From an optimization exercise on the open Yosys and OpenROAD flow, aimed at small area, a short achievable clock period and few clock cycles; shortcuts taken in it are not production practice. RTL that was checked went through simulation tests only; none was proved equivalent to the original. Function not checked in run 1: the RTL went through the layout flow alone. Power and IR drop assume default switching activity.

## flow/design.v (module list and top-level ports; edited modules follow where they fit)
// module booth_enc4: 20 lines
// module mac_array_32x32: 10 lines
// module dot4_csa: 451 lines
// module post_process_array: 38 lines
// module qmul_csa: 302 lines
// module conv_engine_array: 212 lines
module conv_engine_array #(
    parameter int ROWS    = 4,
    parameter int COLS    = 4,
    parameter int SCALE_Q = 16
) (
    input  logic        clk,
    input  logic        rst_n,
    input  logic        start,
    input  logic [10:0] c_in,
    input  logic [10:0] c_out,
    input  logic [3:0]  kernel_size,
    output logic [12:0] patch_rd_addr,
    input  logic [COLS*8-1:0] patch_rd_data_wide,
    output logic [21:0] weight_rd_addr,
    input  logic [COLS*8-1:0] weight_rd_data_wide,
    output logic [8:0]  bias_rd_ch,
    input  logic signed [31:0] bias_rd_data,
    input  logic [15:0] scale,
    input  logic        skip_relu,
    output logic        out_valid,
    output logic [8:0]  out_ch_base,
    output logic [5:0]  out_count,
    output wire  [ROWS*8-1:0] out_data_flat,
    output wire  [ROWS*32-1:0] out_int32_flat,
    output logic        done
);
  // ...
==> flow/flow/run.sh <==
#!/bin/bash
# The standard layout (standard.sh: unchanged synthesis, floorplan, place,
# CTS, route), with repair_timing asked for extra setup slack so that the
# achieved period is pushed below the constraint.
set -euo pipefail
bash standard.sh SETUP_SLACK_MARGIN=9.5 finish > standard_flow.log 2>&1
==> flow/standard.sh <==
#!/bin/bash
# synth_recipe.tcl (not shown) runs the flow's synth.tcl, then flattens the netlist and writes it again
# the make line also repeats each setting of config.mk as NAME=value (left out here)
make -C /OpenROAD-flow-scripts/flow DESIGN_CONFIG=/design/flow/config.mk WORK_HOME=/design/flow/orfs CLKGATE_MAP_FILE= SYNTH_SCRIPT=/design/flow/synth_recipe.tcl "${@:-finish}"
==> flow/config.mk <==
export PLATFORM = sky130hd
export DESIGN_NAME = conv_engine_array
export DESIGN_NICKNAME = conv_engine_array
export VERILOG_FILES = /design/flow/design.v
export SDC_FILE = /design/flow/constraint.sdc
export NUM_CORES = 4
export LEC_CHECK = 0
export CAP_MARGIN = 20
export CORE_MARGIN = 2
export CORE_UTILIZATION = 35
export PLACE_DENSITY = 0.6
export SLEW_MARGIN = 20
==> flow/constraint.sdc <==
create_clock -name core_clock -period 13.5 [get_ports {clk}]
set_input_delay 2.7000 -clock core_clock [delete_from_list [all_inputs] [get_ports {clk}]]
set_output_delay 2.7000 -clock core_clock [all_outputs]
set_load 0.01 [all_outputs]
==> results.ini, run 1 <==
[run_status]
status = complete, no violations

[drt]
via_count = 21390
drt_iter0_drc = 823
drc_errors = 0
route.top_layer_used = met5
m1WireLength_mm = 31.88

[worst_setup_path]
r2r_cells = 9
cp.required_ns = 14.01
end_kind = register
critPathLaunch = bias_rd_data[17]
endpoint = bias_q[27]
reg2reg_from = d_w[4]
crit_path_start_kind = input pin

[timing]
rsz0062_at_grt = true
relSlewSlack_pct = 28.60
min_period_ns = 4.151

[cts]
clock_sinks = 565
cts_tree = built

[final_layout]
final_cell_mix = inv_1, dfxtp_1, fa_1
regArea_mm2 = 0.01359
multi_input_area_share_pct = 43.00
n_antenna_cell = 0
buffers = 395
multi_input_gates = 1947
clkCellAreaFrac_pct = 5.721
buf_share_pct = 9.722

[power]
p_int_mw = 4.991
p_per_area_mw_per_mm2 = 213.6
leakagePower_nw = 15.70
sw_frac_of_total_pct = 39.93

[die]
rows = 109
die_width_um = 303.0

[global_routing]
grt_max_degree = 68
grt_pass1_vias = 21800
grt_busiest_layer = met2

[synthesis]
synth_top_family_by_area = adder cells
synth-xor-area-share_pct = 8.843
yosysUniqueCellTypes = 85
postSynthAreaPerCell_um2 = 10.66
ys_async_sr_fraction_pct = 2.124
yosys_warnings = 4
synth_flop_cell = dfxtp_1

[placement]
pre_cts_slack_ns = 8.186
port_buffers = 351

[hold_path]
hold_path_class = register to register

==> module conv_engine_array, before the edit <==
module conv_engine_array #(
    parameter int ROWS    = 4,
    parameter int COLS    = 4,
    parameter int SCALE_Q = 16
) (
    input  logic        clk,
    input  logic        rst_n,
    input  logic        start,
    input  logic [10:0] c_in,
    input  logic [10:0] c_out,
    input  logic [3:0]  kernel_size,
    output logic [12:0] patch_rd_addr,
    input  logic [COLS*8-1:0] patch_rd_data_wide,
    output logic [21:0] weight_rd_addr,
    input  logic [COLS*8-1:0] weight_rd_data_wide,
    output logic [8:0]  bias_rd_ch,
    input  logic signed [31:0] bias_rd_data,
    input  logic [15:0] scale,
    input  logic        skip_relu,
    output logic        out_valid,
    output logic [8:0]  out_ch_base,
    output logic [5:0]  out_count,
    output wire  [ROWS*8-1:0] out_data_flat,
    output wire  [ROWS*32-1:0] out_int32_flat,
    output logic        done
);
    logic [8:0]  cin_q;
    logic        k3_q;
    logic [8:0]  coutm1_q;       
    logic [15:0] scale_q;
    logic        skip_q;
    logic [10:0] lastq_q;        
    logic [1:0]  rlast_q;        
    wire  [13:0] nm1 = (k3_q ? ({cin_q, 3'b000} + {5'd0, cin_q}) : {5'd0, cin_q}) - 14'd1;
    always_ff @(posedge clk) begin
        cin_q    <= c_in[8:0];
        k3_q     <= (kernel_size == 4'd3);
        coutm1_q <= c_out[8:0] - 9'd1;
        scale_q  <= scale;
        skip_q   <= skip_relu;
        lastq_q  <= nm1[12:2];
        rlast_q  <= nm1[1:0];
    end
    logic        run;
    logic [10:0] pos;            
    logic [8:0]  och;            
    logic [21:0] waddr;
    logic [1:0]  gcnt;           
    logic        first_cyc;      
    wire f_last   = first_cyc ? (~k3_q & (cin_q <= 9'd4)) : (pos == lastq_q);
    wire f_lastch = (och == coutm1_q);
    wire f_go     = run & (~f_last | (&gcnt));    
    assign weight_rd_addr = waddr;
    assign patch_rd_addr  = {pos, 2'b00};
    always_ff @(posedge clk or negedge rst_n) begin
        if (!rst_n) begin
            run       <= 1'b0;
            first_cyc <= 1'b0;
        end else begin
            first_cyc <= start;
            if (start)
                run <= 1'b1;
            else if (f_go && f_last && f_lastch)
                run <= 1'b0;
        end
    end
    always_ff @(posedge clk) begin
        if (start) begin
            pos   <= 11'd0;
            och   <= 9'd0;
            waddr <= 22'd0;
            gcnt  <= 2'd0;
        end else if (f_go) begin
            if (f_last) begin
                pos   <= 11'd0;
                och   <= och + 9'd1;
                waddr <= waddr + {19'd0, {1'b0, rlast_q} + 3'd1};
                gcnt  <= 2'd0;
            end else begin
                pos   <= pos + 11'd1;
                waddr <= waddr + 22'd4;
                if (~&gcnt) gcnt <= gcnt + 2'd1;
            end
        end else if (~&gcnt) begin
            gcnt <= gcnt + 2'd1;
        end
    end
    logic        d_v, d_first, d_last, d_end;
    logic [31:0] d_w;
    logic [15:0] d_one, d_two, d_neg;    
    wire  [31:0] a_m;
    wire  [15:0] e_one, e_two, e_neg;
    genvar gj;
    generate
        for (gj = 0; gj < 4; gj++) begin : g_am
            assign a_m[gj*8 +: 8] = (f_go && (!f_last || gj <= rlast_q)) ?
                                    patch_rd_data_wide[gj*8 +: 8] : 8'd0;
        end
    endgenerate
    booth_enc4 u_enc (.a(a_m), .one(e_one), .two(e_two), .neg(e_neg));
    always_ff @(posedge clk or negedge rst_n) begin
        if (!rst_n) d_v <= 1'b0;
        else        d_v <= f_go;
    end
    always_ff @(posedge clk) begin
        d_first <= f_go & (pos == 11'd0);
        d_last  <= f_last;
        d_end   <= f_last & f_lastch;
        d_w     <= weight_rd_data_wide;
        d_one   <= e_one;
        d_two   <= e_two;
        d_neg   <= e_neg;
    end
    logic        s_v, s_first, s_last, s_end;
    logic [17:0] s_s, s_c;
    logic [8:0]  dch;            
    logic [31:0] bias_q;
    wire  [17:0] dot_s, dot_c;
    mac_array_32x32 u_dot (.w(d_w), .one(d_one), .two(d_two), .neg(d_neg), .s(dot_s), .c(dot_c));
    assign bias_rd_ch = dch;
    always_ff @(posedge clk or negedge rst_n) begin
        if (!rst_n) s_v <= 1'b0;
        else        s_v <= d_v;
    end
    always_ff @(posedge clk) begin
        if (start)
            dch <= 9'd0;
        else if (d_v && d_last)
            dch <= dch + 9'd1;
        s_first <= d_first;
        s_last  <= d_last;
        s_end   <= d_end;
        s_s     <= dot_s;
        s_c     <= dot_c;
        bias_q  <= bias_rd_data + {4'hf, ~lastq_q, 17'd0};
    end
    logic        a_v, a_end;
    logic [1:0]  alane, a_lane;
    logic signed [31:0] acc;
    always_ff @(posedge clk or negedge rst_n) begin
        if (!rst_n) a_v <= 1'b0;
        else        a_v <= s_v & s_last;
    end
    always_ff @(posedge clk) begin
        if (start)
            alane <= 2'd0;
        else if (s_v && s_last)
            alane <= alane + 2'd1;
        a_end  <= s_end;
        a_lane <= alane;
        acc <= (s_first ? bias_q : acc) + {14'd0, s_s & {18{s_v}}} + {14'd0, s_c & {18{s_v}}};
    end
    logic        r_end;
    logic [1:0]  r_lane;
    logic signed [31:0] r;
    logic [4:0]  qs;             
    always_ff @(posedge clk or negedge rst_n) begin
        if (!rst_n) qs <= 4'd0;
        else        qs <= {qs[3:0], a_v};
    end
    always_ff @(posedge clk) begin
        if (a_v) begin
            r_end  <= a_end;
            r_lane <= a_lane;
            r      <= (skip_q || !acc[31]) ? acc : ((acc >>> 3) - (acc >>> 5));
        end
    end
    wire signed [7:0] q;
    logic [3:0]  dig;            
    always_ff @(posedge clk)
        dig <= a_v   ? scale_q[3:0]   :
               qs[0] ? scale_q[7:4]   :
               qs[1] ? scale_q[11:8]  : scale_q[15:12];
    post_process_array u_q (.clk(clk), .qs(qs[3:0]), .dig(dig), .r(r), .scale(scale_q), .q(q));
    logic [7:0]  o8  [0:ROWS-1];
    logic [31:0] o32 [0:ROWS-1];
    logic [6:0]  tile;
    logic        q_end;
    logic [1:0]  q_lane;
    always_ff @(posedge clk or negedge rst_n) begin
        if (!rst_n) begin
            out_valid <= 1'b0;
            done      <= 1'b0;
        end else begin
            out_valid <= qs[4] & (q_end | (q_lane == 2'd3));
            done      <= qs[4] & q_end;
        end
    end
    always_ff @(posedge clk) begin
        if (start)
            tile <= 7'd0;
        else if (out_valid)
            tile <= tile + 7'd1;
        if (qs[3]) begin
            q_end  <= r_end;
            q_lane <= r_lane;
        end
        out_count <= q_end ? {3'd0, {1'b0, coutm1_q[1:0]} + 3'd1} : 6'd4;
        for (int l = 0; l < ROWS; l++) begin
            if (qs[3] && r_lane == l[1:0]) o32[l] <= r;
            if (qs[4] && q_lane == l[1:0]) o8[l]  <= q;
        end
    end
    assign out_ch_base = {tile, 2'b00};
    genvar gl;
    generate
        for (gl = 0; gl < ROWS; gl++) begin : g_out
            assign out_data_flat[gl*8 +: 8]   = o8[gl];
            assign out_int32_flat[gl*32 +: 32] = o32[gl];
        end
    endgenerate
endmodule
==> run 2, diff against run 1 <==
--- a/flow/design.v
+++ b/flow/design.v
@@ -939,26 +939,22 @@
     end
     logic        s_v, s_first, s_last, s_end;
     logic [17:0] s_s, s_c;
-    logic [8:0]  dch;            
-    logic [31:0] bias_q;
+    logic [31:0] bias_d, bias_q;
     wire  [17:0] dot_s, dot_c;
     mac_array_32x32 u_dot (.w(d_w), .one(d_one), .two(d_two), .neg(d_neg), .s(dot_s), .c(dot_c));
-    assign bias_rd_ch = dch;
+    assign bias_rd_ch = och;
     always_ff @(posedge clk or negedge rst_n) begin
         if (!rst_n) s_v <= 1'b0;
         else        s_v <= d_v;
     end
     always_ff @(posedge clk) begin
-        if (start)
-            dch <= 9'd0;
-        else if (d_v && d_last)
-            dch <= dch + 9'd1;
         s_first <= d_first;
         s_last  <= d_last;
         s_end   <= d_end;
         s_s     <= dot_s;
         s_c     <= dot_c;
-        bias_q  <= bias_rd_data + {4'hf, ~lastq_q, 17'd0};
+        bias_d  <= bias_rd_data;
+        bias_q  <= bias_d + {4'hf, ~lastq_q, 17'd0};
     end
     logic        a_v, a_end;
     logic [1:0]  alane, a_lane;
==> flow/flow/run.sh (replaced) <==
#!/bin/bash
# The standard layout (standard.sh: unchanged synthesis, floorplan, place,
# CTS, route) with two changes to how it is made:
#  - repair_timing is asked for extra setup slack, so that the achieved period
#    is pushed below the constraint;
#  - the port buffers that buffer_ports inserts are plain buffers (buf_1,
#    which repair may upsize) rather than the delay cells it picks by default.
set -euo pipefail
bash standard.sh SETUP_SLACK_MARGIN=9.7 \
  "BUFFER_PORTS_ARGS=-buffer_cell sky130_fd_sc_hd__buf_1" finish > standard_flow.log 2>&1
--- a/flow/config.mk
+++ b/flow/config.mk
@@ -8,5 +8,6 @@
 export CAP_MARGIN = 20
 export CORE_MARGIN = 2
 export CORE_UTILIZATION = 35
+export CTS_BUF_LIST = sky130_fd_sc_hd__clkbuf_4 sky130_fd_sc_hd__clkbuf_8
 export PLACE_DENSITY = 0.6
 export SLEW_MARGIN = 20
==> results.ini, run 2 <==
[run_status]
status = complete, no violations

[placement]
placedInstanceArea_mm2 = 0.03405
port_buffers = 351  ; unchanged
routabilityCongestion = 0.8819
dp_hpwl_mm = 60.46
pre_cts_slack_ns = 8.712  ; +0.5254 ns

[drt]
final_antenna_net_count = 0
wl_per_cell_um = 17.60
dr.pass1.iters = 5
via_count = 22190  ; +3.7%
drc_errors = 0  ; unchanged
vias_per_cell = 4.798
wl_mm = 81.38
drt_iter0_drc = 927  ; +13%

[worst_setup_path]
cp.required_ns = 10.80  ; -3.21 ns
critPathSlowestCell = edfxtp_1
end_kind = output port
arrival_ns = 1.33
cp_top_family = flip-flops
critPathBufInv = 1
cp_cell_sequence = buf_1
crit_path_start_kind = register
crit_fanout = 1
max_stage_delay_ns = 0.42
crit_type = register to output port

[timing]
min_period_ns = 4.033  ; -0.1183 ns
rsz0062_at_grt = true
worst_slew_pin_slew_ns = 1.094
fin_crit_sh_pct = 29.87
relSlewSlack_pct = 27.07  ; -1.5 points
tns_ns = 0
layout_setup_ws_ns = 9.467
maxSlewViolCount = 0
setup_viol = 0
fmax_mhz = 248.0
hold_viol_final = 0
fin_skew_ns = 0.08700

[power]
pwr-share-clk_pct = 21.9
ir_drop_v = 0.0001202
power_frac_seq_pct = 26.5
p_int_mw = 5.290  ; +6.0%
leakagePower_nw = 15.98  ; +1.8%
p_per_area_mw_per_mm2 = 225.3  ; +5.5%
p_total_mw = 8.777
combPwrFrac_pct = 51.6
sw_frac_of_total_pct = 39.72  ; -0.21 points
p_sw_mw = 3.486

[run]
drv_cap = 0

[die]
die_h_um = 304.6
core-area_mm2 = 0.08974
io_pins = 363
die_width_um = 304.6  ; +0.51%
die_area_mm2 = 0.09276
start_util_pct = 35.24
rows = 110  ; +0.92%

[global_routing]
grt_first_pass_wirelength_mm = 126.3
grt_pass1_vias = 22870  ; +4.9%
grt_usage_pct = 17.28
grt_max_degree = 72  ; +5.9%
overflow = 0
antenna_found_initial = 12

[final_layout]
largest_reg_flops = 128
multi_input_area_mm2 = 0.01691
drive_gt1_share_pct = 22.63
regArea_mm2 = 0.01416  ; +4.2%
layout_commonest_cell = inv_1
post-route-util_pct = 43.41
final_cell_mix = inv_1, dfxtp_1, edfxtp_1
nFillCells = 8558
fin_area_mm2 = 0.03895
top_register = o32
fin_nets = 3864
syn2layout_area_growth_pct = 23.19

[synthesis]
yosysUniqueCellTypes = 84  ; -1.2%
yosys_warnings = 4  ; unchanged
synth_edf_count = 200
synthCells = 2929
synth_flop_cell = dfxtp_1
synthTopCellsByArea = dfxtp_1, edfxtp_1, fa_1, ha_1, xnor2_1
synth_top_area_share_pct = 23.81
ys_async_sr_fraction_pct = 2.041  ; -0.083 points
postSynthAreaPerCell_um2 = 10.80  ; +1.2%
synth_top_area_cell = dfxtp_1
yosys.cell_count.top_type = dfxtp_1
synth_area_mm2 = 0.03162
ys_ff_latch = 588
synth-seq-area-share_pct = 43.75
synth_common_cells = dfxtp_1, inv_1, fa_1

[cts]
clock_sinks = 588  ; +4.1%
insertion_delay_ns = 0.79
clock_tree.buffer_depth = 3
cts_tree = built
htree_levels = 3
cts-buffers-inserted = 103
cts_hold_buf = 0
clkTransAtPathRegs_ns = 0.07
clockRootBuffer = clkbuf_8

[hold_path]
hold_path_class = register to register

-- run 2: logic make-up after synthesis --
family	after synthesis	synth area share [%]
AO/OA/AOI/OAI	453	9.552
buffers and inverters	443	5.354
adder cells (fa/ha/maj)	362	19.88
XOR/XNOR	315	8.725
multiplexers	31	1.009
flip-flops	588	43.75
other	1	0.01186
AND/OR/NAND/NOR	736	11.72
-- run 2: layout make-up --
| cell class | count | share of cell area (%) |
|---|---|---|
| well taps | 1176 | 3.777 |
| diodes | 2 | 0.01285 |
| clock buffers | 141 | 4.580 |
| inverters | 305 | 2.952 |
| clock inverters | 50 | 1.696 |
| repair buffers | 458 | 7.214 |
| multi-input cells | 1904 | 43.42 |
| flip-flops and latches | 588 | 36.35 |
-- run 2: worst paths after layout --
kind	startpoint	slack [ns]	endpoint	cells after the start
worst max-delay path	o8[0][6]	9.47	out_data_flat[6]	1
worst min-delay path	d_last	0.30	s_last	0
worst max register to register	d_one[5]	9.56	s_c[8]	10
worst min register to register	d_last	0.30	s_last	0
max in group asynchronous	rst_n	10.79	s_v	1
min in group asynchronous	rst_n	2.03	run	1
-- run 2: per-layer routing --
layer | GRT usage (%) | part of all wire [%] | wire (um) | vias up
met1 | 20.24 | 40 | 32810 | 10770
li1 | - | - | - | 10650
met2 | 31.17 | 52 | 42080 | 580
met4 | 6.505 | 3.0 | 2429 | 12
met3 | 3.317 | 4.9 | 3987 | 174
met5 | 0 | 0.095 | 77 | -
-- run 2: worst register-to-register path: cells and delay by family (launching register included) --
kind,cells,cell delay (ns)
compound gates,1,0.17
fa+ha+maj,6,2.94
xor+xnor,1,0.26
flops,1,0.36
buf+inv,2,0.17
-- run 2: timing repair --
action | in CTS | in global routing
setup buffers | 73 | 21
gates resized for setup | 381 | 216
pin swaps | 67 | 70
cloned | 2 | 0
setup endpoints to repair | 280 | 275
-- run 2: power by group through the flow --
stage | Sequential [mW] | Combinational, mW | Clock (mW)
global route | 2.35 | 5.19 | 2.06
finish | 2.33 | 4.53 | 1.92
CTS | 2.33 | 4.38 | 1.99
global placement | 2.37 | 4.00 | 0
detailed placement | 2.37 | 4.12 | 0
floorplan | 2.26 | 3.20 | 0
-- run 2: stage by stage --
stage	std cells	hold slack [ns]
6_report	4624	0.3049
5_1_grt	4624	0.3174
3_5_place_dp	4335	0.3121
2_1_floorplan	2935	0.3096
3_3_place_gp	4335	0.3112
4_1_cts	4601	0.3091
Testbench counts of run 2, summed over its fixed seeds: cycles 14,425.
==> run 3, diff against run 2 <==
--- a/flow/config.mk
+++ b/flow/config.mk
@@ -8,6 +8,5 @@
 export CAP_MARGIN = 20
 export CORE_MARGIN = 2
 export CORE_UTILIZATION = 35
-export CTS_BUF_LIST = sky130_fd_sc_hd__clkbuf_4 sky130_fd_sc_hd__clkbuf_8
 export PLACE_DENSITY = 0.6
 export SLEW_MARGIN = 20
==> results.ini, run 3 <==
[synthesis]
postSynthAreaPerCell_um2 = 10.80  ; unchanged
synth_area_mm2 = 0.03162  ; unchanged
ys_ff_latch = 588  ; unchanged
synth_edf_count = 200  ; unchanged
ys_async_sr_fraction_pct = 2.041  ; unchanged
synthTopCellsByArea = dfxtp_1, edfxtp_1, fa_1, ha_1, xnor2_1
synth_top_area_cell = dfxtp_1
yosys_warnings = 4  ; unchanged
yosys.cell_count.top_type = dfxtp_1
synth_common_cells = dfxtp_1, inv_1, fa_1
yosysUniqueCellTypes = 84  ; unchanged
synth_top_area_share_pct = 23.81  ; unchanged
synthCells = 2929  ; unchanged
synth-seq-area-share_pct = 43.75  ; unchanged
synth_flop_cell = dfxtp_1

[die]
die_h_um = 304.6  ; unchanged
rows = 110  ; unchanged
die_area_mm2 = 0.09276  ; unchanged
io_pins = 363  ; unchanged
start_util_pct = 35.24  ; unchanged
core-area_mm2 = 0.08974  ; unchanged
die_width_um = 304.6  ; unchanged

[cts]
cts_hold_buf = 0  ; unchanged
htree_levels = 3  ; unchanged
cts-buffers-inserted = 69  ; -33%
clockRootBuffer = clkbuf_16
insertion_delay_ns = 0.63  ; -0.16 ns
clkTransAtPathRegs_ns = 0.06  ; about the same
clock_sinks = 588  ; unchanged
cts_tree = built
clock_tree.buffer_depth = 3  ; unchanged

[global_routing]
grt_util_met1_pct = 20.23  ; about the same
use_met3_pct = 3.157  ; -0.16 points
grt_busiest_layer = met2
grt_max_degree = 72  ; unchanged
grt_usage_pct = 17.19  ; -0.091 points
grt_pass1_vias = 22540  ; -1.4%
antenna_found_initial = 12  ; unchanged
grt_first_pass_wirelength_mm = 125.0  ; -1.0%
use_met2_pct = 30.58  ; -0.59 points
overflow = 0  ; unchanged

[drt]
final_antenna_net_count = 0  ; unchanged
dr.pass1.iters = 5  ; unchanged
via_count = 21890  ; -1.3%
wl_per_cell_um = 17.68  ; +0.43%
wl_mm = 80.53  ; -1.0%
vias_per_cell = 4.804  ; +0.12%
drt_iter0_drc = 856  ; -7.7%
drc_errors = 0  ; unchanged

[timing]
relSlewSlack_pct = 28.92  ; +1.9 points
setup_viol = 0  ; unchanged
min_period_ns = 3.899  ; -0.1342 ns
fmax_mhz = 256.5  ; +3.4%
hold_viol_final = 0  ; unchanged
fin_crit_sh_pct = 28.88  ; -0.99 points
rsz0062_at_grt = true
worst_slew_pin_slew_ns = 1.066  ; -0.02781 ns
tns_ns = 0  ; unchanged
fin_skew_ns = 0.02799  ; -0.05902 ns
maxSlewViolCount = 0  ; unchanged

[placement]
dp_hpwl_mm = 60.46  ; unchanged
dp_cells = 4335  ; unchanged
port_buffers = 351  ; unchanged
routabilityCongestion = 0.8819  ; unchanged

[worst_setup_path]
cp.required_ns = 14.06  ; +3.26 ns
arrival_ns = 4.45  ; +3.12 ns
crit_fanout = 6  ; +5
cp_common_cell = fa_2
end_kind = register
crit_path_start_kind = register
crit_type = register to register
critPathSlowestCell = fa_2
cp_cell_sequence = buf_6, a22oi_2, xor2_1, fa_2, inv_2, fa_2, fa_2, inv_2, fa_2, fa_1, inv_1, fa_2
max_stage_delay_ns = 0.56  ; +0.14 ns

[power]
ir_drop_v = 0.0001344  ; +12%
combPwrFrac_pct = 51.1  ; -0.5 points
power_frac_seq_pct = 26.3  ; -0.2 points
pwr-share-clk_pct = 22.5  ; +0.6 points
p_total_mw = 8.831  ; +0.62%
p_sw_mw = 3.446  ; -1.2%
sw_frac_of_total_pct = 39.02  ; -0.70 points
p_int_mw = 5.385  ; +1.8%
leakagePower_nw = 15.88  ; -0.64%
p_per_area_mw_per_mm2 = 227.3  ; +0.88%

[final_layout]
post-route-util_pct = 43.30  ; -0.11 points
final_cell_mix = inv_1, dfxtp_1, fa_1
top_register = o32
largest_reg_flops = 128  ; unchanged
fin_nets = 3828  ; -0.93%
drive_gt1_share_pct = 20.73  ; -1.9 points
layout_commonest_cell = inv_1
syn2layout_area_growth_pct = 22.87
fin_cells = 4556  ; -1.5%

[run_status]
status = complete, no violations

[run]
drv_cap = 0  ; unchanged

[hold_path]
hold_path_class = register to register

run 3: final timing paths:
check	start	end	cells after the start	slack (ns)
setup / recovery	d_one[2]	s_c[11]	12	9.60
hold / removal	bias_d[9]	bias_q[9]	0	0.33
setup reg to reg	d_one[2]	s_c[11]	12	9.60
hold reg to reg	bias_d[9]	bias_q[9]	0	0.33
max in group asynchronous	rst_n	s_v	1	10.63
min in group asynchronous	rst_n	s_v	1	2.19
run 3: critical path: cells and delay by family, from the launching register on:
kind / cells / cell delay [ns]
DFF: 1 / 0.37
xor gates and xnor gates: 1 / 0.20
adders and majority gates: 6 / 2.80
buffers and inverters: 4 / 0.29
AOI/OAI and AO/OA: 1 / 0.17
run 3: repair_timing:
action | CTS | global route
gates resized for setup | 393 | 194
setup endpoints to repair | 281 | 274
buffers inserted | 71 | 21
cloned | 2 | 0
pin swaps | 75 | 59
run 3: cell families after synthesis:
group | synth area share, %
flops | 43.75
xor+xnor | 8.725
fa+ha+maj | 19.88
buf+inv | 5.354
simple gates | 11.72
compound gates | 9.552
other cells | 0.01186
mux | 1.009
run 3: layer usage:
layer	share of wire [%]	wire length, um
met1	41	32910
met3	4.4	3513
met5	0.093	75
met4	3.7	2943
met2	51	41090
run 3: layout make-up:
class | count | area, um^2
fill | 8551 | 50880
timing repair buffer | 456 | 2784
tap | 1176 | 1471
inverter | 305 | 1150
sequential | 588 | 14150
multi-input combinational | 1904 | 16850
clock inverter | 30 | 444.2
clock buffer | 94 | 1997
antenna | 3 | 7.507
run 3: power groups by stage:
stage,logic [mW],clock network [mW],registers (mW)
2_1_floorplan,3.20,0,2.26
3_3_place_gp,4.00,0,2.37
3_5_place_dp,4.12,0,2.37
4_1_cts,4.41,2.04,2.33
5_1_grt,5.17,2.11,2.35
6_report,4.52,1.99,2.33
run 3: through the flow:
stage	setup WS, ns	instance area, um^2	hold slack (ns)
after global routing	9.519	38850	0.3302
after floorplan	9.687	31810	0.3096
after global placement	8.737	34050	0.3112
final	9.602	38850	0.3251
after CTS	9.546	38230	0.3254
after detailed placement	8.712	34050	0.3121
==> run 4, diff against run 3 <==
--- a/flow/flow/run.sh
+++ b/flow/flow/run.sh
@@ -6,5 +6,5 @@
 #  - the port buffers that buffer_ports inserts are plain buffers (buf_1,
 #    which repair may upsize) rather than the delay cells it picks by default.
 set -euo pipefail
-bash standard.sh SETUP_SLACK_MARGIN=9.7 \
+bash standard.sh SETUP_SLACK_MARGIN=9.3 \
   "BUFFER_PORTS_ARGS=-buffer_cell sky130_fd_sc_hd__buf_1" finish > standard_flow.log 2>&1
==> results.ini, run 4 <==
[run_status]
status = complete, no violations

[cts]
cts_tree = built
cts_hold_buf = 0  ; unchanged
clkTransAtPathRegs_ns = 0.06  ; about the same
insertion_delay_ns = 0.63  ; about the same
clockRootBuffer = clkbuf_16
htree_levels = 3  ; unchanged
cts-buffers-inserted = 69  ; unchanged
clock_sinks = 588  ; unchanged
clock_tree.buffer_depth = 3  ; unchanged

[placement]
dp_hpwl_mm = 60.70  ; +0.39%
placedInstanceArea_mm2 = 0.03400  ; -0.15%
pre_cts_slack_ns = 8.564  ; -0.1479 ns
port_buffers = 351  ; unchanged
routabilityCongestion = 0.8925  ; +1.2%
dp_cells = 4336  ; +0.023%

[final_layout]
fin_cells = 4464  ; -2.0%
largest_reg_flops = 128  ; unchanged
top_register = o32
fin_nets = 3741  ; -2.3%
drive_gt1_share_pct = 7.180  ; -14 points
layout_commonest_cell = buf_1
fin_area_mm2 = 0.03655  ; -5.9%
post-route-util_pct = 40.73  ; -2.6 points
syn2layout_area_growth_pct = 15.60
final_cell_mix = buf_1, dfxtp_1, inv_1
nFillCells = 8795  ; +2.9%

[drt]
wl_per_cell_um = 17.55  ; -0.73%
wl_met3_mm = 3.425  ; -2.5%
route.top_layer_used = met5
vias_per_cell = 4.783  ; -0.43%
via_count = 21350  ; -2.4%
wl_mm = 78.33  ; -2.7%
m1WireLength_mm = 32.55  ; -1.1%
dr.pass1.iters = 5  ; unchanged
drt_iter0_drc = 1025  ; +20%
final_antenna_net_count = 0  ; unchanged
drc_errors = 0  ; unchanged
wl_met2_mm = 39.87  ; -3.0%

[synthesis]
synth_area_mm2 = 0.03162  ; unchanged
yosys.cell_count.top_type = dfxtp_1
synth_top_area_cell = dfxtp_1
synth_top_area_share_pct = 23.81  ; unchanged
synth_edf_count = 200  ; unchanged
synthCells = 2929  ; unchanged
ys_ff_latch = 588  ; unchanged
ys_async_sr_fraction_pct = 2.041  ; unchanged
yosys_warnings = 4  ; unchanged
yosysUniqueCellTypes = 84  ; unchanged
postSynthAreaPerCell_um2 = 10.80  ; unchanged
synth-seq-area-share_pct = 43.75  ; unchanged
synthTopCellsByArea = dfxtp_1, edfxtp_1, fa_1, ha_1, xnor2_1
synth_common_cells = dfxtp_1, inv_1, fa_1
synth_flop_cell = dfxtp_1

[die]
die_area_mm2 = 0.09276  ; unchanged
io_pins = 363  ; unchanged
core-area_mm2 = 0.08974  ; unchanged
die_h_um = 304.6  ; unchanged
die_width_um = 304.6  ; unchanged
rows = 110  ; unchanged
start_util_pct = 35.24  ; unchanged

[global_routing]
grt_usage_pct = 16.73  ; -0.46 points
grt_max_degree = 72  ; unchanged
grt_first_pass_wirelength_mm = 121.8  ; -2.5%
grt_pass1_vias = 21940  ; -2.7%
overflow = 0  ; unchanged
antenna_found_initial = 13  ; +1

[worst_setup_path]
crit_fanout = 7  ; +1
crit_type = register to register
cp.required_ns = 13.87  ; -0.19 ns
crit_path_start_kind = register
end_kind = register
arrival_ns = 4.47  ; +0.02 ns

[timing]
tns_ns = 0  ; unchanged
rsz0062_at_grt = true
hold_viol_final = 0  ; unchanged
holdWs_ns = 0.3045  ; -0.02053 ns
fin_crit_sh_pct = 30.40  ; +1.5 points
maxSlewViolCount = 0  ; unchanged
min_period_ns = 4.104  ; +0.2057 ns
worst_slew_pin_slew_ns = 1.200  ; +0.1342 ns
fin_skew_ns = 0.03856  ; +0.01057 ns
setup_viol = 0  ; unchanged
fmax_mhz = 243.7  ; -5.0%
layout_setup_ws_ns = 9.396  ; -0.2057 ns
relSlewSlack_pct = 19.97  ; -8.9 points

[power]
p_per_area_mw_per_mm2 = 228.7  ; +0.61%
p_total_mw = 8.359  ; -5.3%
ir_drop_v = 0.0001271  ; -5.5%
leakagePower_nw = 14.54  ; -8.4%

[hold_path]
hold_path_class = register to register

[run]
drv_cap = 0  ; unchanged

==> run 4: changes by cell type in the layout (fill, tap and decap cells not counted), sizes merged <==
cell	delta
buf	+23
diode	-2
inv	-2
bufinv	-4
clkinvlp	+5
bufbuf	-2
clkbuf	-113
clkinv	+3
==> run 4: where the power goes <==
group	total [mW]	switching, mW	internal [mW]
registers	2.33	0.182	2.15
clock network	1.87	0.758	1.11
logic	4.16	2.36	1.80
total	8.36	3.30	5.06
==> run 4: layer usage <==
layer  up-vias  global-route usage [%]
li1      10390                       -
met1     10320                   19.75
met2       491                   30.29
met3       149                   3.233
met4        10                   5.584
met5         -                       0
==> run 4: cell type report <==
| type | count | area (um^2) | share of cell area (%) |
|---|---|---|---|
| Clock buffer | 89 | 1894 | 5.182 |
| Multi-Input combinational cell | 1904 | 16260 | 44.49 |
| Sequential cell | 588 | 13900 | 38.04 |
| Inverter | 305 | 1146 | 3.135 |
| Tap cell | 1176 | 1471 | 4.025 |
| Clock inverter | 32 | 375.4 | 1.027 |
| Timing Repair Buffer | 369 | 1498 | 4.097 |
| Antenna cell | 1 | 2.502 | 0.006846 |
==> run 4: logic make-up (layout without fill, tap and decap cells) <==
| family | Yosys count | after routing | share of synthesized area (%) |
|---|---|---|---|
| simple gates | 736 | 736 | 11.72 |
| flops | 588 | 588 | 43.75 |
| xor+xnor | 315 | 315 | 8.725 |
| mux | 31 | 31 | 1.009 |
| buf+inv | 443 | 795 | 5.354 |
| other cells | 1 | 8 | 0.01186 |
| compound gates | 453 | 453 | 9.552 |
| fa+ha+maj | 362 | 362 | 19.88 |
==> run 4: final timing paths <==
kind / startpoint / slack [ns] / to / cells after the start
max reg2reg: u_q.ui / 9.40 / o8[0][0] / 14
min reg2reg: bias_d[10] / 0.30 / bias_q[10] / 0
max: u_q.ui / 9.40 / o8[0][0] / 14
max in group asynchronous: rst_n / 11.08 / s_v / 1
min: bias_d[10] / 0.30 / bias_q[10] / 0
min in group asynchronous: rst_n / 2.04 / out_valid / 1
==> run 4: timing repair <==
item                                    in CTS  in global routing
cloned                                       0                  1
endpoints found under the setup margin      48                 50
hold endpoints to repair                     0                  0
pin swaps                                    4                  5
gates resized for setup                     18                 56
setup buffers                                3                  2
==> run 4: worst max-delay path, stage by stage (launching register included) <==
cell and delay, ns:
dfxtp_1 0.33, inv_1 0.06, fa_1 0.47, fa_1 0.46, nand2b_1 0.19, a21o_1 0.21, a21o_2 0.22, mux2i_1 0.14
a2111oi_2 0.29, buf_4 0.18, nor4b_1 0.04, and4_1 0.26, a31oi_2 0.59, o32ai_2 0.18, buf_4 0.22
==> run 5, diff against run 4 <==
--- a/flow/flow/run.sh
+++ b/flow/flow/run.sh
@@ -6,5 +6,5 @@
 #  - the port buffers that buffer_ports inserts are plain buffers (buf_1,
 #    which repair may upsize) rather than the delay cells it picks by default.
 set -euo pipefail
-bash standard.sh SETUP_SLACK_MARGIN=9.3 \
+bash standard.sh SETUP_SLACK_MARGIN=9.5 \
   "BUFFER_PORTS_ARGS=-buffer_cell sky130_fd_sc_hd__buf_1" finish > standard_flow.log 2>&1
==> results.ini, run 5 <==
[worst_setup_path]
critPathSlowestCell = dfxtp_1
cp.required_ns = 10.80  ; -3.07 ns
cp_cell_sequence = buf_1
cp_top_family = flip-flops
arrival_ns = 1.25  ; -3.22 ns
crit_fanout = 5  ; -2
max_stage_delay_ns = 0.43  ; -0.16 ns
end_kind = output port
critPathBufInv = 1  ; -2
crit_path_start_kind = register
crit_type = register to output port

[final_layout]
drive_gt1_share_pct = 10.51  ; +3.3 points
largest_reg_flops = 128  ; unchanged
final_cell_mix = buf_1, inv_1, dfxtp_1
fin_nets = 3750  ; +0.24%
nFillCells = 8702  ; -1.1%
top_register = o32
syn2layout_area_growth_pct = 18.09
layout_commonest_cell = buf_1
post-route-util_pct = 41.61  ; +0.88 points

[power]
leakagePower_nw = 14.87  ; +2.2%
p_per_area_mw_per_mm2 = 231.1  ; +1.0%
ir_drop_v = 0.0001565  ; +23%

[synthesis]
synth_edf_count = 200  ; unchanged
synthCells = 2929  ; unchanged
synth_top_area_cell = dfxtp_1
postSynthAreaPerCell_um2 = 10.80  ; unchanged
synth_flop_cell = dfxtp_1
synth_area_mm2 = 0.03162  ; unchanged
yosys_warnings = 4  ; unchanged
yosysUniqueCellTypes = 84  ; unchanged
synth_common_cells = dfxtp_1, inv_1, fa_1
synth-seq-area-share_pct = 43.75  ; unchanged
ys_async_sr_fraction_pct = 2.041  ; unchanged
yosys.cell_count.top_type = dfxtp_1
synthTopCellsByArea = dfxtp_1, edfxtp_1, fa_1, ha_1, xnor2_1
synth_top_area_share_pct = 23.81  ; unchanged
ys_ff_latch = 588  ; unchanged

[global_routing]
grt_max_degree = 72  ; unchanged
grt_pass1_vias = 21930  ; -0.046%
overflow = 0  ; unchanged
antenna_found_initial = 12  ; -1
grt_usage_pct = 17.00  ; +0.28 points
grt_first_pass_wirelength_mm = 123.8  ; +1.6%

[timing]
maxSlewViolCount = 0  ; unchanged
setup_viol = 0  ; unchanged
fmax_mhz = 253.1  ; +3.9%
layout_setup_ws_ns = 9.549  ; +0.1527 ns
min_period_ns = 3.951  ; -0.1527 ns
tns_ns = 0  ; unchanged
hold_viol_final = 0  ; unchanged
fin_skew_ns = 0.03745  ; -0.001103 ns
relSlewSlack_pct = 29.19  ; +9.2 points
worst_slew_pin_slew_ns = 1.062  ; -0.1383 ns
rsz0062_at_grt = true
fin_crit_sh_pct = 29.27  ; -1.1 points

[die]
core-area_mm2 = 0.08974  ; unchanged
rows = 110  ; unchanged
io_pins = 363  ; unchanged
die_area_mm2 = 0.09276  ; unchanged
start_util_pct = 35.24  ; unchanged
die_h_um = 304.6  ; unchanged
die_width_um = 304.6  ; unchanged

[placement]
pre_cts_slack_ns = 8.597  ; +0.03317 ns
routabilityCongestion = 0.8780  ; -1.6%
dp_hpwl_mm = 60.84  ; +0.23%
port_buffers = 351  ; unchanged

[drt]
dr.pass1.iters = 5  ; unchanged
wl_mm = 78.90  ; +0.72%
final_antenna_net_count = 0  ; unchanged
drc_errors = 0  ; unchanged
drt_iter0_drc = 1118  ; +9.1%
wl_per_cell_um = 17.61  ; +0.36%
via_count = 21450  ; +0.44%
vias_per_cell = 4.787  ; about the same

[cts]
insertion_delay_ns = 0.65  ; +0.02 ns
cts-buffers-inserted = 69  ; unchanged
cts_hold_buf = 0  ; unchanged
clock_sinks = 588  ; unchanged
clkTransAtPathRegs_ns = 0.06  ; about the same
clock_tree.buffer_depth = 3  ; unchanged
clockRootBuffer = clkbuf_16
htree_levels = 3  ; unchanged
cts_tree = built

[hold_path]
hold_path_class = register to register

[run]
drv_cap = 0  ; unchanged

[run_status]
status = complete, no violations

[run 5: per-layer routing]
metal	vias to the layer above	share of wire, %	global-route usage [%]
met1	10380	41	20.18
met3	140	5.1	3.310
met2	512	50	30.21
met5	-	0.086	0
li1	10400	-	-
met4	10	3.0	6.643
[run 5: what timing repair did]
item,in CTS,in global routing
buffers inserted,5,7
cloned,1,1
gates resized for setup,123,81
endpoints found under the setup margin,86,64
pin swaps,7,33
[run 5: cells by family (layout without fill, tap and decap cells)]
kind of cell	after synthesis	after routing	share of synthesized area, %
multiplexers	31	31	1.009
XOR/XNOR	315	315	8.725
AND/OR/NAND/NOR	736	736	11.72
flip-flops	588	588	43.75
adder cells (fa/ha/maj)	362	362	19.88
other	1	10	0.01186
buffers and inverters	443	809	5.354
AO/OA/AOI/OAI	453	453	9.552
[run 5: area by class of cell]
class / instances / area [um^2] / area share [%]
flip-flops and latches: 588 / 14020 / 37.54
diodes: 3 / 7.507 / 0.02011
clock buffers: 81 / 1852 / 4.959
well taps: 1176 / 1471 / 3.941
inverters: 305 / 1150 / 3.079
multi-input cells: 1904 / 16550 / 44.32
clock inverters: 45 / 686.9 / 1.840
repair buffers: 378 / 1605 / 4.299
[run 5: report_power, final]
group	total, mW	internal, mW	switching (mW)
clock network	2.04	1.25	0.796
logic	4.25	1.85	2.40
registers	2.33	2.15	0.184
total	8.63	5.25	3.38
[run 5: worst paths after layout]
path	cells past startpoint	from	slack (ns)	to
worst min register to register	0	bias_d[14]	0.32	bias_q[14]
worst min-delay path	0	bias_d[14]	0.32	bias_q[14]
max in group asynchronous	1	rst_n	11.14	s_v
min in group asynchronous	1	rst_n	2.00	run
worst max register to register	11	d_one[1]	9.61	s_c[12]
worst max-delay path	1	och[1]	9.55	bias_rd_ch[1]
[run 5: stage by stage]
stage	instance area, um^2	total power, mW	hold WS [ns]	instances
2_1_floorplan	31660	5.434	0.3096	2935
3_3_place_gp	34010	6.352	0.3130	4337
3_5_place_dp	34020	6.448	0.3120	4337
4_1_cts	36980	8.642	0.3259	4469
5_1_grt	37340	9.454	0.3297	4479
6_report	37340	8.628	0.3169	4480
==> run 6, diff against run 5 <==
==> flow/flow/run.sh (replaced) <==
#!/bin/bash
# The standard layout (standard.sh: unchanged synthesis, floorplan, place,
# CTS, route) with these changes to how it is made:
#  - repair_timing is asked for extra setup slack, so that the achieved period
#    is pushed below the constraint;
#  - the port buffers that buffer_ports inserts are plain buffers (buf_1,
#    which repair may upsize) rather than the delay cells it picks by default;
#  - CTS inserts no dummy load cells.
set -euo pipefail
bash standard.sh SETUP_SLACK_MARGIN=9.5 \
  "BUFFER_PORTS_ARGS=-buffer_cell sky130_fd_sc_hd__buf_1" \
  "CTS_ARGS=-sink_clustering_enable -repair_clock_nets -dont_use_dummy_load" \
  finish > standard_flow.log 2>&1
==> results.ini, run 6 <==
[global_routing]
grt_usage_pct = 16.87  ; -0.13 points
grt_first_pass_wirelength_mm = 122.6  ; -0.93%
grt_max_degree = 72  ; unchanged
antenna_found_initial = 12  ; unchanged
grt_pass1_vias = 21780  ; -0.65%
overflow = 0  ; unchanged

[worst_setup_path]
reg2reg_from = d_w[3]
max_stage_delay_ns = 0.40  ; -0.03 ns
cp_cell_sequence = buf_1
end_kind = output port
critPathLaunch = pos[9]
critPathBufInv = 1  ; unchanged
crit_type = register to output port
r2r_cells = 11  ; unchanged
r2r_slack_ns = 9.60  ; about the same
crit_fanout = 4  ; -1
cp_top_family = flip-flops
arrival_ns = 1.26  ; about the same
r2r-end = s_c[12]
critPathSlowestCell = dfxtp_1
cp.required_ns = 10.80  ; about the same
crit_path_start_kind = register

[cts]
clkTransAtPathRegs_ns = 0.05  ; about the same
cts_hold_buf = 0  ; unchanged
cts_tree = built
clock_tree.buffer_depth = 3  ; unchanged
clock_sinks = 588  ; unchanged
insertion_delay_ns = 0.64  ; about the same
htree_levels = 3  ; unchanged
clockRootBuffer = clkbuf_16
cts-buffers-inserted = 69  ; unchanged

[drt]
wl_met3_mm = 3.828  ; -5.0%
wl_per_cell_um = 17.71  ; +0.55%
via_count = 21310  ; -0.64%
dr.pass1.iters = 6  ; +1
final_antenna_net_count = 0  ; unchanged
wl_met2_mm = 39.55  ; -0.30%
route.top_layer_used = met5
drt_iter0_drc = 1037  ; -7.2%
drc_errors = 0  ; unchanged
vias_per_cell = 4.818  ; +0.64%
wl_mm = 78.32  ; -0.73%
m1WireLength_mm = 32.64  ; -0.30%

[die]
start_util_pct = 35.24  ; unchanged
die_width_um = 304.6  ; unchanged
core-area_mm2 = 0.08974  ; unchanged
die_h_um = 304.6  ; unchanged
rows = 110  ; unchanged
die_area_mm2 = 0.09276  ; unchanged
io_pins = 363  ; unchanged

[final_layout]
layout_commonest_cell = buf_1
fin_nets = 3750  ; unchanged
fin_area_mm2 = 0.03652  ; -2.2%
post-route-util_pct = 40.70  ; -0.91 points
largest_reg_flops = 128  ; unchanged
nFillCells = 8767  ; +0.75%
top_register = o32
multi_input_area_mm2 = 0.01655  ; about the same
syn2layout_area_growth_pct = 15.49
final_cell_mix = buf_1, inv_1, dfxtp_1
regArea_mm2 = 0.01401  ; about the same
drive_gt1_share_pct = 8.940  ; -1.6 points

[power]
p_int_mw = 4.890  ; -6.8%
leakagePower_nw = 14.46  ; -2.7%
ir_drop_v = 0.0001537  ; -1.8%
pwr-share-clk_pct = 19.1  ; -4.6 points
combPwrFrac_pct = 52.2  ; +2.9 points
power_frac_seq_pct = 28.7  ; +1.7 points
p_sw_mw = 3.242  ; -4.1%
sw_frac_of_total_pct = 39.87  ; +0.68 points
p_per_area_mw_per_mm2 = 222.7  ; -3.6%

[timing]
holdWs_ns = 0.3169  ; -0.00002600 ns
maxSlewViolCount = 0  ; unchanged
min_period_ns = 3.956  ; +0.004060 ns
rsz0062_at_grt = true
fin_crit_sh_pct = 29.30  ; +0.030 points
worst_slew_pin_slew_ns = 1.013  ; -0.04920 ns
fin_skew_ns = 0.08676  ; +0.04931 ns
setup_viol = 0  ; unchanged
hold_viol_final = 0  ; unchanged
tns_ns = 0  ; unchanged
relSlewSlack_pct = 32.47  ; +3.3 points
fmax_mhz = 252.8  ; -0.10%

[run]
drv_cap = 0  ; unchanged

[synthesis]
synth_edf_count = 200  ; unchanged
synth_top_area_share_pct = 23.81  ; unchanged
synthTopCellsByArea = dfxtp_1, edfxtp_1, fa_1, ha_1, xnor2_1
synth_top_area_cell = dfxtp_1
synth_flop_cell = dfxtp_1
synthCells = 2929  ; unchanged
synth_area_mm2 = 0.03162  ; unchanged
yosys.cell_count.top_type = dfxtp_1
synth-seq-area-share_pct = 43.75  ; unchanged
ys_async_sr_fraction_pct = 2.041  ; unchanged
yosysUniqueCellTypes = 84  ; unchanged
yosys_warnings = 4  ; unchanged
ys_ff_latch = 588  ; unchanged
postSynthAreaPerCell_um2 = 10.80  ; unchanged
synth_common_cells = dfxtp_1, inv_1, fa_1

[run_status]
status = complete, no violations

[placement]
dp_hpwl_mm = 60.84  ; unchanged
routabilityCongestion = 0.8780  ; unchanged
port_buffers = 351  ; unchanged
placedInstanceArea_mm2 = 0.03402  ; unchanged

[hold_path]
hold_end = bias_q[12]
hold_depth = 0  ; unchanged
hold_path_class = register to register
min_from = bias_d[12]

-- run 6: cell counts after synthesis --
No cell type changed its count.
-- run 6: logic make-up (layout without fill, tap and decap cells) --
family          count (synthesis)  in the layout  share of synthesized area (%)
buf+inv                       443            752                          5.354
simple gates                  736            736                          11.72
xor+xnor                      315            315                          8.725
mux                            31             31                          1.009
other cells                     1             10                        0.01186
compound gates                453            453                          9.552
flops                         588            588                          43.75
fa+ha+maj                     362            362                          19.88
-- run 6: how the worst max path moves through the flow --
stage / end / slack [ns] / depth (start not counted)
2_1_floorplan: acc[29] / 9.50 / 18
3_3_place_gp: acc[26] / 8.58 / 13
3_5_place_dp: acc[26] / 8.60 / 13
4_1_cts: s_c[12] / 9.49 / 11
5_1_grt: s_c[10] / 9.47 / 12
6_report: patch_rd_addr[11] / 9.54 / 1
-- run 6: cell type report --
class / count / share of cell area [%]
inverter: 305 / 3.149
sequential: 588 / 38.37
tap: 1176 / 4.029
multi-input combinational: 1904 / 45.31
clock buffer: 69 / 4.728
timing repair buffer: 378 / 4.389
antenna: 3 / 0.02056
-- run 6: repair_timing --
action                                  in CTS  in global routing
cloned                                       1                  1
endpoints found under the hold margin        0                  0
endpoints found under the setup margin      84                 64
buffers inserted                             5                  7
pin swaps                                    8                 25
gates resized for setup                    115                 80
-- run 6: per-stage QoR --
stage / std cells / power, mW / setup WS (ns)
6_report: 4423 / 8.132 / 9.544
5_1_grt: 4422 / 8.947 / 9.471
3_3_place_gp: 4337 / 6.352 / 8.582
4_1_cts: 4412 / 8.153 / 9.495
3_5_place_dp: 4337 / 6.448 / 8.597
2_1_floorplan: 2935 / 5.434 / 9.500
-- run 6: power groups by stage --
stage | Combinational (mW) | Sequential (mW) | Clock (mW)
finish | 4.25 | 2.33 | 1.55
global route | 4.91 | 2.36 | 1.68
CTS | 4.21 | 2.33 | 1.61
detailed placement | 4.08 | 2.37 | 0
global placement | 3.99 | 2.37 | 0
floorplan | 3.17 | 2.26 | 0
-- run 6: routing by layer --
layer / GRT usage [%] / vias to the layer above
li1: - / 10350
met1: 20.03 / 10320
met2: 30.18 / 502
met3: 3.282 / 133
met4: 6.113 / 10
met5: 0 / -
==> run 7, diff against run 6 <==
--- a/flow/flow/run.sh
+++ b/flow/flow/run.sh
@@ -5,9 +5,9 @@
 #    is pushed below the constraint;
 #  - the port buffers that buffer_ports inserts are plain buffers (buf_1,
 #    which repair may upsize) rather than the delay cells it picks by default;
-#  - CTS inserts no dummy load cells.
+#  - CTS inserts no dummy load cells and clusters up to 30 sinks per leaf buffer.
 set -euo pipefail
 bash standard.sh SETUP_SLACK_MARGIN=9.5 \
   "BUFFER_PORTS_ARGS=-buffer_cell sky130_fd_sc_hd__buf_1" \
-  "CTS_ARGS=-sink_clustering_enable -repair_clock_nets -dont_use_dummy_load" \
+  "CTS_ARGS=-sink_clustering_enable -repair_clock_nets -dont_use_dummy_load -sink_clustering_size 30 -sink_clustering_max_diameter 80 -buf_list {sky130_fd_sc_hd__clkbuf_8 sky130_fd_sc_hd__clkbuf_16}" \
   finish > standard_flow.log 2>&1
==> results.ini, run 7 <==
[drt]
final_antenna_net_count = 0  ; unchanged
drc_errors = 0  ; unchanged
wl_per_cell_um = 17.70  ; about the same
vias_per_cell = 4.799  ; -0.39%
wl_mm = 77.72  ; -0.76%
dr.pass1.iters = 5  ; -1
via_count = 21080  ; -1.1%
drt_iter0_drc = 999  ; -3.7%

[timing]
fin_crit_sh_pct = 29.16  ; -0.14 points
min_period_ns = 3.936  ; -0.01919 ns
fin_skew_ns = 0.1168  ; +0.03000 ns
layout_setup_ws_ns = 9.564  ; +0.01919 ns
rsz0062_at_grt = true
worst_slew_pin_slew_ns = 0.9830  ; -0.02996 ns
setup_viol = 0  ; unchanged
hold_viol_final = 0  ; unchanged
maxSlewViolCount = 0  ; unchanged
fmax_mhz = 254.0  ; +0.49%
relSlewSlack_pct = 34.47  ; +2.0 points
tns_ns = 0  ; unchanged

[worst_setup_path]
crit_path_start_kind = register
crit_type = register to output port
cp.depth = 1  ; unchanged
critPathBufInv = 1  ; unchanged
critPathSlowestCell = dfxtp_1
critPathLaunch = pos[8]
r2r-end = s_c[8]
cp.required_ns = 10.80  ; about the same
crit_fanout = 6  ; +2
endpoint = patch_rd_addr[10]
cp_cell_sequence = buf_1
max_stage_delay_ns = 0.45  ; +0.05 ns
arrival_ns = 1.24  ; -0.02 ns
cp_top_family = flip-flops
end_kind = output port
r2r_cells = 11  ; unchanged
reg2reg_from = d_w[18]
r2r_slack_ns = 9.63  ; +0.03 ns

[placement]
port_buffers = 351  ; unchanged
routabilityCongestion = 0.8780  ; unchanged
dp_hpwl_mm = 60.84  ; unchanged
pre_cts_slack_ns = 8.597  ; unchanged

[cts]
clock_sinks = 588  ; unchanged
clkTransAtPathRegs_ns = 0.09  ; +0.04 ns
clock_tree.buffer_depth = 3  ; unchanged
cts_hold_buf = 0  ; unchanged
cts_tree = built
htree_levels = 2  ; -1
cts-buffers-inserted = 40  ; -42%
insertion_delay_ns = 0.64  ; about the same
clockRootBuffer = clkbuf_16

[final_layout]
layout_commonest_cell = buf_1
top_register = o32
drive_gt1_share_pct = 7.874  ; -1.1 points
largest_reg_flops = 128  ; unchanged
syn2layout_area_growth_pct = 13.07
final_cell_mix = buf_1, inv_1, dfxtp_1
nFillCells = 8831  ; +0.73%
fin_nets = 3719  ; -0.83%

[die]
die_h_um = 304.6  ; unchanged
rows = 110  ; unchanged
die_area_mm2 = 0.09276  ; unchanged
io_pins = 363  ; unchanged
core-area_mm2 = 0.08974  ; unchanged
die_width_um = 304.6  ; unchanged
start_util_pct = 35.24  ; unchanged

[global_routing]
grt_pass1_vias = 21470  ; -1.4%
grt_first_pass_wirelength_mm = 122.0  ; -0.50%
grt_usage_pct = 16.64  ; -0.23 points
antenna_found_initial = 12  ; unchanged
overflow = 0  ; unchanged
grt_max_degree = 72  ; unchanged

[run]
drv_cap = 0  ; unchanged

[power]
combPwrFrac_pct = 55.3  ; +3.1 points
p_sw_mw = 3.168  ; -2.3%
sw_frac_of_total_pct = 41.17  ; +1.3 points
ir_drop_v = 0.0001344  ; -13%
p_per_area_mw_per_mm2 = 215.2  ; -3.4%
leakagePower_nw = 14.06  ; -2.8%
pwr-share-clk_pct = 14.4  ; -4.7 points
p_int_mw = 4.527  ; -7.4%
power_frac_seq_pct = 30.3  ; +1.6 points

[synthesis]
yosys.cell_count.top_type = dfxtp_1
synth_edf_count = 200  ; unchanged
ys_async_sr_fraction_pct = 2.041  ; unchanged
synth_top_area_share_pct = 23.81  ; unchanged
synth_common_cells = dfxtp_1, inv_1, fa_1
yosysUniqueCellTypes = 84  ; unchanged
synth-seq-area-share_pct = 43.75  ; unchanged
postSynthAreaPerCell_um2 = 10.80  ; unchanged
synth_flop_cell = dfxtp_1
synthCells = 2929  ; unchanged
synth_area_mm2 = 0.03162  ; unchanged
synthTopCellsByArea = dfxtp_1, edfxtp_1, fa_1, ha_1, xnor2_1
ys_ff_latch = 588  ; unchanged
yosys_warnings = 4  ; unchanged
synth_top_area_cell = dfxtp_1

[hold_path]
hold_path_class = register to register

[run_status]
status = complete, no violations

==> run 7: cell counts after synthesis <==
Identical to the previous run, type by type.
==> run 7: cells by family after synthesis <==
| logic type | count (synthesis) | share of synthesized area (%) |
|---|---|---|
| compound gates | 453 | 9.552 |
| xor+xnor | 315 | 8.725 |
| fa+ha+maj | 362 | 19.88 |
| buf+inv | 443 | 5.354 |
| flops | 588 | 43.75 |
| mux | 31 | 1.009 |
| other cells | 1 | 0.01186 |
| simple gates | 736 | 11.72 |
==> run 7: through the flow <==
stage,total power [mW],instances,util (%),hold WS (ns),cell area [um^2]
after CTS,7.701,4383,39.44,0.3077,35390
after detailed placement,6.448,4337,37.91,0.3120,34020
final,7.695,4392,39.84,0.3036,35750
after global placement,6.352,4337,37.90,0.3130,34010
after floorplan,5.434,2935,-,0.3096,31660
after global routing,8.499,4390,39.84,0.3113,35750
==> run 7: final cells by class <==
class	count	area, um^2	area share (%)
Timing Repair Buffer	376	1579	4.416
Sequential cell	588	14010	39.18
Multi-Input combinational cell	1904	16540	46.26
Antenna cell	3	7.507	0.02100
Tap cell	1176	1471	4.115
Inverter	305	1147	3.209
Clock buffer	40	1001	2.800
==> run 7: worst reg2reg max path: cells and delay by family, from the launching register on <==
family                     cells  cell delay, ns
xor gates and xnor gates       1            0.17
DFF                            1            0.45
adders and majority gates      6            2.83
buffers and inverters          3            0.17
AOI/OAI and AO/OA              1            0.14
==> run 7: power by group through the flow <==
stage / Combinational, mW / Sequential, mW / Clock, mW
floorplan: 3.17 / 2.26 / 0
global placement: 3.99 / 2.37 / 0
detailed placement: 4.08 / 2.37 / 0
CTS: 4.21 / 2.33 / 1.16
global route: 4.92 / 2.36 / 1.22
finish: 4.26 / 2.33 / 1.11
==> run 7: worst min-delay path by stage <==
stage                    start         end  slack (ns)  cells past startpoint
floorplan                s_end       a_end        0.31                      0
detailed placement     d_first     s_first        0.31                      0
global placement       d_first     s_first        0.31                      0
CTS                     d_last      s_last        0.31                      0
finish                  d_last      s_last        0.30                      0
global route        bias_d[13]  bias_q[13]        0.31                      0
==> run 7: repair_timing <==
action / in CTS / in global routing
endpoints found under the setup margin: 73 / 66
buffers inserted: 5 / 5
pin swaps: 8 / 26
cloned: 1 / 1
gates resized for setup: 98 / 89
==> run 7: metal layers <==
layer  GRT usage (%)  up-vias  part of all wire, %
met2           30.63      454                   51
met1           20.15    10240                   42
met3           2.622      104                  4.2
met5               0        -                0.073
met4           4.214        8                  2.3
li1                -    10270                    -
==> run 8, diff against run 7 <==
--- a/flow/flow/run.sh
+++ b/flow/flow/run.sh
@@ -9,5 +9,5 @@
 set -euo pipefail
 bash standard.sh SETUP_SLACK_MARGIN=9.5 \
   "BUFFER_PORTS_ARGS=-buffer_cell sky130_fd_sc_hd__buf_1" \
-  "CTS_ARGS=-sink_clustering_enable -repair_clock_nets -dont_use_dummy_load -sink_clustering_size 30 -sink_clustering_max_diameter 80 -buf_list {sky130_fd_sc_hd__clkbuf_8 sky130_fd_sc_hd__clkbuf_16}" \
+  "CTS_ARGS=-sink_clustering_enable -repair_clock_nets -dont_use_dummy_load -sink_clustering_size 30 -sink_clustering_max_diameter 80" \
   finish > standard_flow.log 2>&1
==> results.ini, run 8 <==
[run_status]
status = complete, no violations

[final_layout]
layout_commonest_cell = buf_1
final_cell_mix = buf_1, inv_1, dfxtp_1
fin_nets = 3719  ; unchanged
drive_gt1_share_pct = 7.874  ; unchanged
top_register = o32
syn2layout_area_growth_pct = 13.07  ; unchanged
fin_area_mm2 = 0.03575  ; unchanged
largest_reg_flops = 128  ; unchanged

[die]
rows = 110  ; unchanged
core-area_mm2 = 0.08974  ; unchanged
io_pins = 363  ; unchanged
die_h_um = 304.6  ; unchanged
die_area_mm2 = 0.09276  ; unchanged
start_util_pct = 35.24  ; unchanged
die_width_um = 304.6  ; unchanged

[power]
ir_drop_v = 0.0001344  ; unchanged
power_frac_seq_pct = 30.3  ; about the same
pwr-share-clk_pct = 14.4  ; about the same
leakagePower_nw = 14.06  ; unchanged
sw_frac_of_total_pct = 41.17  ; unchanged
p_per_area_mw_per_mm2 = 215.2  ; unchanged
combPwrFrac_pct = 55.3  ; about the same
p_int_mw = 4.527  ; unchanged
p_sw_mw = 3.168  ; unchanged

[worst_setup_path]
cp.depth = 1  ; unchanged
critPathSlowestCell = dfxtp_1
r2r_cells = 11  ; unchanged
r2r-end = s_c[8]
cp_top_family = flip-flops
cp.required_ns = 10.80  ; about the same
max_stage_delay_ns = 0.45  ; about the same
crit_fanout = 6  ; unchanged
crit_type = register to output port
arrival_ns = 1.24  ; about the same
end_kind = output port
r2r_slack_ns = 9.63  ; about the same
crit_path_start_kind = register
reg2reg_from = d_w[18]
cp_cell_sequence = buf_1
critPathBufInv = 1  ; unchanged

[cts]
clockRootBuffer = clkbuf_16
insertion_delay_ns = 0.64  ; about the same
cts-buffers-inserted = 40  ; unchanged
cts_tree = built
htree_levels = 2  ; unchanged
clkTransAtPathRegs_ns = 0.09  ; about the same
cts_hold_buf = 0  ; unchanged
clock_sinks = 588  ; unchanged
clock_tree.buffer_depth = 3  ; unchanged

[timing]
relSlewSlack_pct = 34.47  ; unchanged
worst_slew_pin_slew_ns = 0.9830  ; unchanged
fin_skew_ns = 0.1168  ; unchanged
hold_viol_final = 0  ; unchanged
min_period_ns = 3.936  ; unchanged
setup_viol = 0  ; unchanged
fmax_mhz = 254.0  ; unchanged
maxSlewViolCount = 0  ; unchanged
tns_ns = 0  ; unchanged
rsz0062_at_grt = true
layout_setup_ws_ns = 9.564  ; unchanged
fin_crit_sh_pct = 29.16  ; unchanged

[drt]
final_antenna_net_count = 0  ; unchanged
dr.pass1.iters = 5  ; unchanged
vias_per_cell = 4.799  ; unchanged
drc_errors = 0  ; unchanged
wl_mm = 77.72  ; unchanged
via_count = 21080  ; unchanged
wl_per_cell_um = 17.70  ; unchanged
drt_iter0_drc = 999  ; unchanged

[synthesis]
synth-seq-area-share_pct = 43.75  ; unchanged
synth_common_cells = dfxtp_1, inv_1, fa_1
ys_async_sr_fraction_pct = 2.041  ; unchanged
synthTopCellsByArea = dfxtp_1, edfxtp_1, fa_1, ha_1, xnor2_1
yosys.cell_count.top_type = dfxtp_1
yosys_warnings = 4  ; unchanged
synth_edf_count = 200  ; unchanged
synth_area_mm2 = 0.03162  ; unchanged
ys_ff_latch = 588  ; unchanged
synthCells = 2929  ; unchanged
synth_flop_cell = dfxtp_1
yosysUniqueCellTypes = 84  ; unchanged
synth_top_area_share_pct = 23.81  ; unchanged
postSynthAreaPerCell_um2 = 10.80  ; unchanged
synth_top_area_cell = dfxtp_1

[global_routing]
grt_pass1_vias = 21470  ; unchanged
grt_max_degree = 72  ; unchanged
overflow = 0  ; unchanged
antenna_found_initial = 12  ; unchanged
grt_usage_pct = 16.64  ; unchanged
grt_first_pass_wirelength_mm = 122.0  ; unchanged

[hold_path]
hold_path_class = register to register
hold_end = s_last
hold_depth = 0  ; unchanged
min_from = d_last

[placement]
dp_hpwl_mm = 60.84  ; unchanged
port_buffers = 351  ; unchanged
pre_cts_slack_ns = 8.597  ; unchanged
routabilityCongestion = 0.8780  ; unchanged
placedInstanceArea_mm2 = 0.03402  ; unchanged

[run]
drv_cap = 0  ; unchanged

run 8: cell counts in the layout (fill, tap and decap cells not counted):
Identical to the previous run, type by type.
run 8: worst max-delay path by stage:
stage / from / end / slack [ns]
after global placement: s_first / acc[26] / 8.58
after detailed placement: s_first / acc[26] / 8.60
final: pos[8] / patch_rd_addr[10] / 9.56
after floorplan: s_first / acc[29] / 9.50
after global routing: d_neg[0] / s_c[9] / 9.49
after CTS: och[0] / bias_rd_ch[0] / 9.50
run 8: timing repair:
action,CTS,global route
cloned,1,1
setup endpoints to repair,73,66
endpoints found under the hold margin,0,0
pin swaps,8,26
resized for setup,98,89
buffers inserted,5,5
run 8: per-stage QoR:
step / total power, mW / hold WS [ns] / std cells / utilization (%)
2_1_floorplan: 5.434 / 0.3096 / 2935 / -
3_5_place_dp: 6.448 / 0.3120 / 4337 / 37.91
3_3_place_gp: 6.352 / 0.3130 / 4337 / 37.90
4_1_cts: 7.701 / 0.3077 / 4383 / 39.44
6_report: 7.695 / 0.3036 / 4392 / 39.84
5_1_grt: 8.499 / 0.3113 / 4390 / 39.84
run 8: cell type report:
class | count | area [um^2]
timing repair buffer | 376 | 1579
tap | 1176 | 1471
multi-input combinational | 1904 | 16540
clock buffer | 40 | 1001
fill | 8831 | 53980
antenna | 3 | 7.507
sequential | 588 | 14010
inverter | 305 | 1147
run 8: routing by layer:
metal | share of wire [%] | global-route usage [%] | wire (um)
met1 | 42 | 20.15 | 32690
met2 | 51 | 30.63 | 39880
met3 | 4.2 | 2.622 | 3284
met4 | 2.3 | 4.214 | 1816
met5 | 0.073 | 0 | 57
run 8: worst register-to-register path, delay by kind of cell, from the launching register on:
| kind | cells | cell delay, ns |
|---|---|---|
| fa+ha+maj | 6 | 2.83 |
| xor+xnor | 1 | 0.17 |
| flops | 1 | 0.45 |
| compound gates | 1 | 0.14 |
| buf+inv | 3 | 0.17 |
run 8: power by group through the flow:
stage | logic [mW] | clock network (mW) | registers (mW)
after global placement | 3.99 | 0 | 2.37
after CTS | 4.21 | 1.16 | 2.33
final | 4.26 | 1.11 | 2.33
after detailed placement | 4.08 | 0 | 2.37
after floorplan | 3.17 | 0 | 2.26
after global routing | 4.92 | 1.22 | 2.36
run 8: cells by family after synthesis:
logic type	count (synthesis)	synth area share, %
simple gates	736	11.72
fa+ha+maj	362	19.88
mux	31	1.009
xor+xnor	315	8.725
other cells	1	0.01186
buf+inv	443	5.354
flops	588	43.75
compound gates	453	9.552

## what the ideal ports hide
Ports are ideal in the flow. The routed layouts listed here were re-timed in OpenROAD. Step 1 (the two cells are an assumption about what drives the block):
set clk [get_ports {clk}]
set_driving_cell -lib_cell sky130_fd_sc_hd__clkbuf_16 $clk
set_driving_cell -lib_cell sky130_fd_sc_hd__buf_2 [delete_from_list [all_inputs] $clk]
Step 2 adds t to the input delays and takes it off the output delays; t is the mean of the earliest and latest rising clock arrival at the registers after step 1. Input paths then give back, and output paths get back, about the clock's delay inside the block. Three values: ideal, step 1, step 2; two values: the first two.
| run | t (ns) | setup slack, ns | latest minus earliest clock arrival (ns) | worst data-port slew with drivers (ns) | pins driven straight from the clock port |
|---|---|---|---|---|---|
| run 1 | 0.670 | 9.349 / 9.336 / 8.666 | 0.049 / 0.050 | 0.11 | 1 |
| run 2 | 0.809 | 9.467 / 9.404 / 9.393 | 0.090 / 0.090 | 0.12 | 1 |
| run 3 | 0.681 | 9.601 / 9.544 / 9.329 | 0.031 / 0.030 | 0.12 | 1 |
| run 4 | 0.671 | 9.396 / 9.396 / 9.371 | 0.039 / 0.039 | 0.13 | 1 |
| run 5 | 0.688 | 9.549 / 9.486 / 9.408 | 0.041 / 0.042 | 0.11 | 1 |
| run 6 | 0.661 | 9.544 / 9.482 / 9.398 | 0.088 / 0.088 | 0.12 | 1 |
| run 7 | 0.640 | 9.564 / 9.502 / 9.395 | 0.118 / 0.117 | 0.10 | 1 |
| run 8 | 0.640 | 9.564 / 9.502 / 9.395 | 0.118 / 0.117 | 0.10 | 1 |
After both steps every run listed still meets setup and hold. The setup slack of run 1, which loses most, moves by -0.013 ns with the drivers and by -0.683 ns with both steps.
